This design comes from an exercise in tuning for small area, a short achievable clock period and few clock cycles per item on the open sky130 flow, not from production work.
Where RTL was checked, it was by simulation tests only, not by an equivalence proof against the original.

==> flow/design.v <==
module non_restoring_div #(parameter N = 16) (
    input  logic clk, rst_n, start,
    input  logic [N-1:0] dividend, divisor,
    output logic [N-1:0] quotient, remainder,
    output logic ready
);
    localparam W = $clog2(N);
    function automatic logic [W:0] blen(input logic [N-1:0] x);
        blen = '0;
        for (int i = 0; i < N; i++)
            if (x[i]) blen = i + 1;
    endfunction
    logic [N-1:0] r, d;
    logic [N-2:0] q;
    logic [W-1:0] cnt;
    logic         busy, align;
    logic [W:0]   la, ld;
    logic [W+1:0] s;
    logic         last, accept;
    logic [N:0]   diff;
    assign la     = blen(dividend);
    assign ld     = blen(divisor);
    assign s      = {1'b0, la} - {1'b0, ld};
    assign last   = !align && cnt == '0;
    assign accept = start && (!busy || last) && divisor != '0;
    assign diff   = {1'b0, r} - {1'b0, d};
    always_ff @(posedge clk or negedge rst_n) begin
        if (!rst_n)
            busy <= 1'b0;
        else
            busy <= accept || (busy && !last);
    end
    always_ff @(posedge clk) begin
        if (accept) begin
            r     <= dividend;
            d     <= divisor;
            q     <= '0;
            cnt   <= s[W+1] ? '0 : s[W-1:0];
            align <= !s[W+1];
        end else if (align) begin
            d     <= d << cnt;
            align <= 1'b0;
        end else begin
            if (!diff[N]) r <= diff[N-1:0];
            d   <= d >> 1;
            q   <= {q[N-3:0], !diff[N]};
            cnt <= cnt - 1'b1;
        end
    end
    assign ready     = busy && last;
    assign quotient  = {q, !diff[N]};
    assign remainder = diff[N] ? r : diff[N-1:0];
endmodule
clock: 5.0 ns
lec_check: 0
abc_clock_period_in_ps: 2000
cap_margin: 20
core_margin: 2
core_utilization: 40
setup_slack_margin: 3.0
slew_margin: 20
run.sh (not shown) runs the stock make flow with config.mk's settings and CLKGATE_MAP_FILE= SYNTH_SCRIPT=/design/flow/synth_recipe.tcl, a recipe that flattens the netlist after the stock synthesis.
Change:
==> flow/design.v (replaced) <==
module non_restoring_div #(parameter N = 16) (
    input  logic clk, rst_n, start,
    input  logic [N-1:0] dividend, divisor,
    output logic [N-1:0] quotient, remainder,
    output logic ready
);
    localparam W = $clog2(N);
    function automatic logic [W:0] blen(input logic [N-1:0] x);
        blen = '0;
        for (int i = 0; i < N; i++)
            if (x[i]) blen = i + 1;
    endfunction
    logic [N-1:0] r, d, q;
    logic [W-1:0] cnt;
    logic         busy, align;
    logic [W:0]   la, ld;
    logic [W+1:0] s;
    logic         accept;
    logic [N:0]   diff;
    assign la     = blen(dividend);
    assign ld     = blen(divisor);
    assign s      = {1'b0, la} - {1'b0, ld};
    assign accept = start && !busy && divisor != '0;
    assign diff   = {1'b0, r} - {1'b0, d};
    always_ff @(posedge clk or negedge rst_n) begin
        if (!rst_n) begin
            busy  <= 1'b0;
            ready <= 1'b0;
        end else if (accept) begin
            busy  <= !s[W+1];
            ready <= s[W+1];
        end else begin
            busy  <= busy && (align || cnt != '0);
            ready <= busy && !align && cnt == '0;
        end
    end
    always_ff @(posedge clk) begin
        if (accept) begin
            r     <= dividend;
            d     <= divisor;
            q     <= '0;
            cnt   <= s[W-1:0];
            align <= 1'b1;
        end else if (align) begin
            d     <= d << cnt;
            align <= 1'b0;
        end else begin
            if (!diff[N]) r <= diff[N-1:0];
            d   <= d >> 1;
            q   <= {q[N-2:0], !diff[N]};
            cnt <= cnt - 1'b1;
        end
    end
    assign quotient  = q;
    assign remainder = r;
endmodule
Result:
- sequential share of layout area grows by 3.0 points
- cell area shrinks by roughly a tenth
- die area shrinks by roughly a tenth
- fmax grows by a quarter to a third
- synthesized area shrinks by roughly a tenth
- clock skew barely changes
- wire length shrinks by about a fifth
- global-route usage shrinks by 3.7 points
- via count shrinks by about a fifth
Function was not checked in any run of this note: the RTL went through the layout flow alone.


non_restoring_div, a different RTL version from the one above (not shown whole).
Size: about 55 flip-flops, about 68 I/O pins, about 3900 um2 of cells after synthesis.
==> module non_restoring_div, before the edit <==
module non_restoring_div #(parameter N = 16) (
    input  logic clk, rst_n, start,
    input  logic [N-1:0] dividend, divisor,
    output logic [N-1:0] quotient, remainder,
    output logic ready
);
    localparam W = $clog2(N);
    function automatic logic [3:0] lead16(input logic [15:0] x);
        logic [3:0] v;
        logic [1:0] e [4];
        for (int k = 0; k < 4; k++) begin
            v[k] = |x[4*k +: 4];
            e[k] = x[4*k+3] ? 2'd3 : x[4*k+2] ? 2'd2 : x[4*k+1] ? 2'd1 : 2'd0;
        end
        lead16[3] = v[3] | v[2];
        lead16[2] = v[3] | (!v[2] & v[1]);
        lead16[1:0] = v[3] ? e[3] : v[2] ? e[2] : v[1] ? e[1] : e[0];
    endfunction
    logic [N-1:0] r, d, q;
    logic [W-1:0] cnt;
    logic         busy, align;
    logic [N-1:0] sma;
    logic         below, accept, last;
    logic [W-1:0] amt;
    logic [N-1:0] rot;
    logic [N:0]   diff;
    always_comb begin
        sma[N-1] = dividend[N-1];
        for (int i = N - 2; i >= 0; i--) sma[i] = sma[i+1] | dividend[i];
    end
    assign below  = |(divisor & ~sma);
    assign accept = start && !busy && divisor != '0;
    assign last   = !align && cnt == '1;
    assign amt    = align ? cnt : '1;
    logic [N-1:0] rot1, rot2, rot4;
    assign rot1 = amt[0] ? {d[N-2:0],    d[N-1]}      : d;
    assign rot2 = amt[1] ? {rot1[N-3:0], rot1[N-1-:2]} : rot1;
    assign rot4 = amt[2] ? {rot2[N-5:0], rot2[N-1-:4]} : rot2;
    assign rot  = amt[3] ? {rot4[N-9:0], rot4[N-1-:8]} : rot4;
    assign diff   = {1'b0, r} - {1'b0, d};
    always_ff @(posedge clk or negedge rst_n) begin
        if (!rst_n) begin
            busy  <= 1'b0;
            ready <= 1'b0;
        end else if (accept) begin
            busy  <= !below;
            ready <= below;
        end else begin
            busy  <= busy && !last;
            ready <= busy && last;
        end
    end
    always_ff @(posedge clk) begin
        align <= !busy;
        if (!busy) begin
            r   <= dividend;
            d   <= divisor;
            q   <= '0;
            cnt <= lead16(dividend) - lead16(divisor);
        end else begin
            if (!align && !diff[N]) r <= diff[N-1:0];
            d   <= rot;
            q   <= {q[N-2:0], !align && !diff[N]};
            cnt <= cnt - 1'b1;
        end
    end
    assign quotient  = q;
    assign remainder = r;
endmodule
clock: 5.0 ns
lec_check: 0
abc_clock_period_in_ps: 2500
cap_margin: 20
core_margin: 2
core_utilization: 40
setup_slack_margin: 2.5
slew_margin: 20
standard.sh (not shown) runs the stock make flow with config.mk's settings and CLKGATE_MAP_FILE= SYNTH_SCRIPT=/design/flow/synth_recipe.tcl, a recipe that flattens the netlist after the stock synthesis.
==> flow/flow/run.sh <==
#!/bin/bash
set -euo pipefail
export BUFFER_PORTS_ARGS="-buffer_cell sky130_fd_sc_hd__buf_2"
bash standard.sh ADDER_MAP_FILE= finish > flow.log 2>&1
Testbench counts at the start, summed over its fixed seeds: cycles 14,538, items 3,200.
Change:
--- a/flow/design.v
+++ b/flow/design.v
@@ -15,11 +15,32 @@
         lead16[3] = v[3] | v[2];
         lead16[2] = v[3] | (!v[2] & v[1]);
         lead16[1:0] = v[3] ? e[3] : v[2] ? e[2] : v[1] ? e[1] : e[0];
     endfunction
+    function automatic logic [N:0] sub(input logic [N-1:0] x, y, input int M);
+        logic [N-1:0] g, p;
+        g = ~x & y;
+        p = ~(x ^ y);
+        for (int l = 0; (2 << l) <= M; l++)
+            for (int i = 0; i < M; i++)
+                if ((i + 1) % (2 << l) == 0) begin
+                    g[i] = g[i] | (p[i] & g[i - (1 << l)]);
+                    p[i] = p[i] & p[i - (1 << l)];
+                end
+        for (int l = $clog2(M) - 2; l >= 0; l--)
+            for (int i = 0; i < M; i++)
+                if ((i + 1) % (2 << l) == (1 << l) && i >= (2 << l)) begin
+                    g[i] = g[i] | (p[i] & g[i - (1 << l)]);
+                    p[i] = p[i] & p[i - (1 << l)];
+                end
+        sub = '0;
+        sub[M] = g[M-1];
+        sub[N-1:0] = x ^ y ^ {g[N-2:0], 1'b0};
+    endfunction
     logic [N-1:0] r, d, q;
-    logic [W-1:0] cnt;
+    logic [W-1:0] cnt, pd;
     logic         busy, align;
+    logic [N:0]   s;
     logic [N-1:0] sma;
     logic         below, accept, last;
     logic [W-1:0] amt;
     logic [N-1:0] rot;
@@ -29,16 +50,17 @@
         for (int i = N - 2; i >= 0; i--) sma[i] = sma[i+1] | dividend[i];
     end
     assign below  = |(divisor & ~sma);
     assign accept = start && !busy && divisor != '0;
-    assign last   = !align && cnt == '1;
-    assign amt    = align ? cnt : '1;
+    assign s      = sub({{(N-W){1'b0}}, cnt}, {{(N-W){1'b0}}, pd}, W);
+    assign last   = !align && cnt == '0;
+    assign amt    = align ? s[W-1:0] : '1;
     logic [N-1:0] rot1, rot2, rot4;
     assign rot1 = amt[0] ? {d[N-2:0],    d[N-1]}      : d;
     assign rot2 = amt[1] ? {rot1[N-3:0], rot1[N-1-:2]} : rot1;
     assign rot4 = amt[2] ? {rot2[N-5:0], rot2[N-1-:4]} : rot2;
     assign rot  = amt[3] ? {rot4[N-9:0], rot4[N-1-:8]} : rot4;
-    assign diff   = {1'b0, r} - {1'b0, d};
+    assign diff   = sub(r, d, N);
     always_ff @(posedge clk or negedge rst_n) begin
         if (!rst_n) begin
             busy  <= 1'b0;
             ready <= 1'b0;
@@ -55,14 +77,15 @@
         if (!busy) begin
             r   <= dividend;
             d   <= divisor;
             q   <= '0;
-            cnt <= lead16(dividend) - lead16(divisor);
+            cnt <= lead16(dividend);
+            pd  <= lead16(divisor);
         end else begin
             if (!align && !diff[N]) r <= diff[N-1:0];
             d   <= rot;
             q   <= {q[N-2:0], !align && !diff[N]};
-            cnt <= cnt - 1'b1;
+            cnt <= align ? s[W-1:0] : cnt - 1'b1;
         end
     end
     assign quotient  = q;
     assign remainder = r;
What happened: Final area rose by 14%; final cell count is lower by 4.2%; core utilization grows by 4.2 points; sequential share of layout area came out lower by 0.92 points; register-to-register slack is worse by 0.13 ns; worst hold slack loses 0.022 ns; setup slack gains 0.34 ns.
No functional check of the RTL was part of the second run of this note.

[separate check: timing with driven ports]
How much do the figures lean on ideal ports? The routed layouts below were timed once more, with nothing changed but the port constraints. Step 1 assumes that a clkbuf_16 drives the clock port and a buf_2 every other input. Step 2 also shifts input and output timing later by t, the mid clock arrival at the registers, as if the neighbouring blocks saw the same clock. a / b / c = ideal ports / drivers / drivers and shift; a / b = the first two.
run | t (ns) | slack for setup (ns) | worst setup path after step 2
the first run of note 1 | 0.334 | 1.287 / 1.251 / 1.402 | input to register
the second run of note 1 | 0.347 | 2.234 / 2.216 / 1.869 | input to register
the first run of note 2 | 0.351 | 2.170 / 2.165 / 1.813 | input to register
the second run of note 2 | 0.384 | 2.509 / 2.509 / 2.296 | input to register
After both steps every run listed still meets setup and hold. For the second run of note 1, which loses most, drivers alone change the setup slack by -0.018 ns; drivers and shift together by -0.365 ns.
